This is an optimization exercise on Yosys and OpenROAD, whose aim is small area, not a production implementation. The RTL was checked by simulation tests, not by an equivalence proof against the original design. Power figures rest on the tool's default switching activity, not on a simulated workload.

Setup of R:
==> flow/design.v <==
module top (
    input clk,
    input rst,
    output [5:0] led,
    output uartTx,
    input uartRx,
    input btn
);
localparam R_W1  = 4'b0000;   
localparam R_W2  = 4'b0001;   
localparam R_W4  = 4'b0010;   
localparam R_W4G = 4'b0011;   
localparam R_W8  = 4'b0100;   
localparam R_P8  = 4'b0101;   
localparam R_ST  = 4'b0110;   
localparam R_P4  = 4'b0111;   
localparam [11:0] R_T = 12'h288;    
localparam [11:0] R_M = 12'hff8;    
localparam [11:0] R_A = 12'h03d;    
localparam [11:0] R_B = 12'h67f;    
reg [3:0] r_st;
reg [11:0] r_cnt;
reg r_err;
reg r_mc;    
reg r_a;     
reg r_o;     
wire r_wait = (r_st[3:2] == 2'b00) || (r_st == R_W8);
wire r_hit = ((r_cnt ^ R_T) & R_M) == 12'd0;
wire new_rx = (r_st == R_W4G);
localparam T_INIT  = 3'd0;
localparam T_LOADQ = 3'd1;
localparam T_SENDQ = 3'd2;
localparam T_RECV  = 3'd3;
localparam T_CMP   = 3'd4;
localparam T_LOADA = 3'd5;
localparam T_SENDA = 3'd6;
reg [2:0] t_st;
reg [2:0] k;       
reg pc;            
reg old_btn;
wire [1:0] j = (t_st == T_RECV) ? k[1:0] : 2'd0;
reg pbit;
always @* begin
    case ({j, r_st[2:0]})
        5'b00_000: pbit = 1'b1; 5'b00_001: pbit = 1'b0; 5'b00_010: pbit = 1'b0; 5'b00_011: pbit = 1'b0;
        5'b00_100: pbit = 1'b1; 5'b00_101: pbit = 1'b1; 5'b00_110: pbit = 1'b0; 5'b00_111: pbit = 1'b0;
        5'b01_000: pbit = 1'b1; 5'b01_001: pbit = 1'b0; 5'b01_010: pbit = 1'b0; 5'b01_011: pbit = 1'b0;
        5'b01_100: pbit = 1'b0; 5'b01_101: pbit = 1'b1; 5'b01_110: pbit = 1'b1; 5'b01_111: pbit = 1'b0;
        5'b10_000: pbit = 1'b0; 5'b10_001: pbit = 1'b1; 5'b10_010: pbit = 1'b0; 5'b10_011: pbit = 1'b0;
        5'b10_100: pbit = 1'b1; 5'b10_101: pbit = 1'b1; 5'b10_110: pbit = 1'b0; 5'b10_111: pbit = 1'b0;
        5'b11_000: pbit = 1'b0; 5'b11_001: pbit = 1'b1; 5'b11_010: pbit = 1'b0; 5'b11_011: pbit = 1'b0;
        5'b11_100: pbit = 1'b0; 5'b11_101: pbit = 1'b0; 5'b11_110: pbit = 1'b1; 5'b11_111: pbit = 1'b0;
    endcase
end
always @(posedge clk) begin
    if (rst) begin
        r_st <= R_W1;
        r_err <= 1'b0;
    end else begin
        case (r_st)
            R_W1, R_W2, R_W4, R_W4G, R_W8:
                r_st <= uartRx ? R_W2 : R_ST;
            R_ST:
                if (r_hit) begin
                    if (uartRx) begin
                        r_st <= R_P8;
                        r_err <= 1'b1;
                    end else
                        r_st <= 4'b1000;
                end
            R_P4:
                if (r_hit) begin
                    r_st <= (uartRx && !r_err) ? R_W4G : R_W4;
                    r_err <= !uartRx;
                end
            R_P8:
                if (r_hit) begin
                    r_st <= R_W8;
                    r_err <= !uartRx;
                end
            default:   
                if (r_hit)
                    r_st <= (r_st[2:0] == 3'd7) ? R_P4 : r_st + 4'd1;
        endcase
    end
end
always @(posedge clk) begin
    if (r_wait || r_hit)
        r_cnt <= r_wait ? R_A : R_B;
    else
        r_cnt <= {r_cnt[10:0], r_cnt[11] ^ r_cnt[0]};
end
always @(posedge clk) begin
    if (r_st == R_ST) begin
        r_mc <= 1'b1;
        r_a <= 1'b1;
        r_o <= 1'b0;
    end else if (r_st[3] && r_hit) begin
        r_mc <= r_mc & (uartRx ~^ pbit);
        r_a <= r_a & uartRx;
        case (r_st[2:0])
            3'd5: r_o <= uartRx;
            3'd6: r_o <= uartRx ? !r_a : r_o;
            3'd7: r_o <= uartRx ? 1'b0 : r_o;
            default: r_o <= r_o;
        endcase
    end
end
assign led[5:2] = (r_st == R_W1) ? 4'b0001 :
                  (r_st == R_W2) ? 4'b0010 :
                  (r_st == R_W8 || r_st == R_P8) ? 4'b1000 : 4'b0100;
localparam U_WAIT0 = 4'b0000;   
localparam U_INIT0 = 4'b0001;   
localparam U_WAIT3 = 4'b0010;   
localparam U_INIT3 = 4'b0011;   
localparam U_INIT2 = 4'b0100;   
localparam U_START = 4'b0101;   
localparam U_STOP  = 4'b0110;   
localparam [11:0] U_T  = 12'h288;
localparam [11:0] U_M  = 12'hff8;
localparam [11:0] U_S0 = 12'h67f;
localparam [11:0] S4   = 12'h7fb;
localparam [11:0] S4_M = 12'h004;
reg [3:0] u_st;
reg [11:0] u_cnt;
reg [3:0] rc;      
reg out;
wire t_send = (t_st == T_SENDQ) || (t_st == T_SENDA);
wire msg_q = (t_st == T_SENDQ);
wire last = msg_q ? (rc == 4'd12) : pc ? (rc == 4'd9) : (rc == 4'd7);
wire req = t_send && !last;
wire u_active = (u_st == U_START) || (u_st == U_STOP) || u_st[3];
wire u_init = (u_st == U_INIT0) || (u_st == U_INIT2) || (u_st == U_INIT3);
wire u_hit = ((u_cnt ^ U_T) & U_M) == 12'd0;
wire tx_idle = (u_st == U_START) && (((u_cnt ^ S4) & S4_M) == 12'd0) && last;
reg [6:0] rom;
always @* begin
    case ({msg_q, pc, rc})
            6'b110000: rom = 7'h20;
            6'b110001: rom = 7'h45;
            6'b110010: rom = 7'h6e;
            6'b110011: rom = 7'h74;
            6'b110100: rom = 7'h65;
            6'b110101: rom = 7'h72;
            6'b110110: rom = 7'h20;
            6'b110111: rom = 7'h50;
            6'b111000: rom = 7'h61;
            6'b111001: rom = 7'h73;
            6'b111010: rom = 7'h73;
            6'b111011: rom = 7'h3a;
            6'b111100: rom = 7'h20;
            6'b100000: rom = 7'h20;
            6'b100001: rom = 7'h45;
            6'b100010: rom = 7'h6e;
            6'b100011: rom = 7'h74;
            6'b100100: rom = 7'h65;
            6'b100101: rom = 7'h72;
            6'b100110: rom = 7'h20;
            6'b100111: rom = 7'h50;
            6'b101000: rom = 7'h61;
            6'b101001: rom = 7'h73;
            6'b101010: rom = 7'h73;
            6'b101011: rom = 7'h3a;
            6'b101100: rom = 7'h20;
            6'b010000: rom = 7'h20;
            6'b010001: rom = 7'h43;
            6'b010010: rom = 7'h6f;
            6'b010011: rom = 7'h72;
            6'b010100: rom = 7'h72;
            6'b010101: rom = 7'h65;
            6'b010110: rom = 7'h63;
            6'b010111: rom = 7'h74;
            6'b011000: rom = 7'h21;
            6'b011001: rom = 7'h20;
            6'b000000: rom = 7'h20;
            6'b000001: rom = 7'h57;
            6'b000010: rom = 7'h72;
            6'b000011: rom = 7'h6f;
            6'b000100: rom = 7'h6e;
            6'b000101: rom = 7'h67;
            6'b000110: rom = 7'h21;
            6'b000111: rom = 7'h20;
        default: rom = 7'h20;
    endcase
end
always @(posedge clk) begin
    if (rst) begin
        u_st <= U_WAIT0;
        out <= 1'b1;
    end else begin
        case (u_st)
            U_WAIT0: if (req) u_st <= U_INIT0;
            U_WAIT3: if (req) u_st <= U_INIT3;
            U_INIT0, U_INIT2, U_INIT3:
                u_st <= req ? U_START : U_WAIT3;
            U_START: begin
                out <= 1'b0;
                if (u_hit) u_st <= 4'b1000;
            end
            U_STOP: begin
                out <= 1'b1;
                if (u_hit) u_st <= U_INIT2;
            end
            default: begin
                out <= (u_st[2:0] == 3'd7) ? 1'b0 : rom[u_st[2:0]];
                if (u_hit) u_st <= (u_st[2:0] == 3'd7) ? U_STOP : u_st + 4'd1;
            end
        endcase
    end
end
always @(posedge clk) begin
    if (!u_active || u_hit)
        u_cnt <= U_S0;
    else
        u_cnt <= {u_cnt[10:0], u_cnt[11] ^ u_cnt[0]};
end
always @(posedge clk) begin
    if (rst || !t_send)
        rc <= 4'd0;
    else if (u_init && req)
        rc <= rc + 4'd1;
end
assign uartTx = out;
assign led[1:0] = (u_st == U_WAIT0 || u_st == U_INIT0) ? 2'b00 :
                  (u_st == U_WAIT3 || u_st == U_INIT3) ? 2'b11 : 2'b10;
always @(posedge clk) begin
    if (rst) begin
        t_st <= T_INIT;
        k <= 3'd0;
        pc <= 1'b0;
        old_btn <= 1'b1;
    end else begin
        old_btn <= btn;
        case (t_st)
            T_INIT: begin
                k <= 3'd0;
                if (old_btn && !btn) t_st <= T_LOADQ;
            end
            T_LOADQ: begin
                k <= k + 3'd1;
                if (k == 3'd7) t_st <= T_SENDQ;
            end
            T_SENDQ:
                if (tx_idle) begin
                    t_st <= T_RECV;
                    pc <= 1'b1;
                end
            T_RECV: begin
                if (new_rx) begin
                    if (r_o) begin
                        k <= k + 3'd1;
                        if (!k[2]) pc <= pc & r_mc;
                    end else
                        t_st <= T_INIT;
                end
                if (k[2]) t_st <= T_CMP;
            end
            T_CMP: begin
                k <= 3'd0;
                t_st <= T_LOADA;
            end
            T_LOADA: begin
                k <= k + 3'd1;
                if (k == 3'd7) t_st <= T_SENDA;
            end
            T_SENDA:
                if (tx_idle) t_st <= T_INIT;
            default: t_st <= T_INIT;
        endcase
    end
end
endmodule
clock: 10.0 ns
lec_check: 0
abc_area: 1
cap_margin: 20
core_margin: 2
core_utilization: 40
slew_margin: 20
run.sh (not shown) runs the stock make flow with config.mk's settings and CLKGATE_MAP_FILE= SYNTH_SCRIPT=/design/flow/synth_recipe.tcl, a recipe that flattens the netlist after the stock synthesis.
### R -> T
==> flow/flow/run.sh (new file) <==
#!/bin/bash
# Standard ORFS layout, with the combinational logic of the standard synthesis re-mapped by an
# area-oriented ABC script (flow/area.abc) before floorplanning. Registers are left untouched.
set -euo pipefail
W=$(pwd)
R=$W/orfs/results/$FLOW_PLATFORM/top/base
LIB=$FLOW_HOME/platforms/$FLOW_PLATFORM/lib/sky130_fd_sc_hd__tt_025C_1v80.lib

bash standard.sh synth > $W/standard_synth.log 2>&1
cp $R/1_2_yosys.v $W/1_2_yosys.std.v
REMAP_LIB=$LIB REMAP_NET=$W/1_2_yosys.std.v REMAP_ABC=$W/flow/area.abc \
  REMAP_STAT=$W/remap_stat.txt REMAP_OUT=$W/1_2_yosys.remap.v \
  yosys -c $W/flow/remap.tcl > $W/remap.log 2>&1
cp $W/1_2_yosys.remap.v $R/1_2_yosys.v
rm -f $R/1_synth.odb $R/1_synth.sdc
bash standard.sh > $W/standard_finish.log 2>&1
==> flow/flow/area.abc (new file) <==
strash
dch -f
map -a
topo
==> flow/flow/remap.tcl (new file) <==
# Re-map the combinational logic of the standard synthesis with an area-oriented ABC script.
# Registers (and every other sequential cell) are kept as they are, under their names.
set lib $::env(REMAP_LIB)
set net $::env(REMAP_NET)
set script $::env(REMAP_ABC)
yosys read_liberty -ignore_miss_func $lib
yosys read_verilog $net
yosys hierarchy -top top
yosys setattr -mod -set keep_hierarchy 1 =sky130_fd_sc_hd__df*
yosys flatten
yosys opt -purge
yosys abc -script $script -liberty $lib -dont_use *lpflow* -dont_use *probe*
yosys opt_clean -purge
yosys hilomap -singleton -hicell sky130_fd_sc_hd__conb_1 HI -locell sky130_fd_sc_hd__conb_1 LO
yosys insbuf -buf sky130_fd_sc_hd__buf_4 A X
yosys splitnets
yosys opt_clean -purge
yosys tee -o $::env(REMAP_STAT) stat -liberty $lib
yosys write_verilog -noattr -noexpr -nohex -nodec -selected $::env(REMAP_OUT).full
yosys select top
yosys write_verilog -noattr -noexpr -nohex -nodec -selected $::env(REMAP_OUT)
==> flow/standard.sh (new file) <==
#!/bin/bash
# synth_recipe.tcl (not shown) runs the flow's synth.tcl, then flattens the netlist and writes it again
# the make line also repeats each setting of config.mk as NAME=value (left out here)
make -C /OpenROAD-flow-scripts/flow DESIGN_CONFIG=/design/flow/config.mk WORK_HOME=/design/flow/orfs CLKGATE_MAP_FILE= SYNTH_SCRIPT=/design/flow/synth_recipe.tcl "${@:-finish}"
removed: flow/run.sh
### Flow results
Reported for R and T, depth of the critical timing path with buffers and inverters included turned out identical to the last digit. The higher share of the final layout cell area in sequential cells of R and T is in T. Looking at worst setup path endpoint, the led[3] result is from T; the led[0] one comes from R. Compared with R, T improves number of vias in the routed layout. Relative to R, fraction of power consumed by the clock network has increased by 12 points in T.

## what the ideal ports hide
The results above use ideal ports. As a check the final layouts listed here were re-extracted and re-timed, cells and wires unchanged.
Step 1: set_driving_cell puts a clkbuf_16 on clk and a buf_2 on each other input, an assumption about the parent block.
Step 2, shift: input delay + t, output delay - t, t = (earliest + latest rising clock arrival at the registers) / 2. This alone moves slack from input paths to output paths.
Three values: ideal ports, drivers, drivers and shift; two values: the first two.
run | t, ns | setup WS [ns] | clock arrival spread, ns | worst register clock-pin slew, ns | worst slew at a driven data input, ns
R | 0.323 | 5.808 / 5.779 / 6.102 | 0.008 / 0.008 | 0.10 / 0.10 | 0.03
T | 0.332 | 6.136 / 6.104 / 6.435 | 0.004 / 0.005 | 0.09 / 0.09 | 0.03
After both steps every run listed still meets setup and hold.
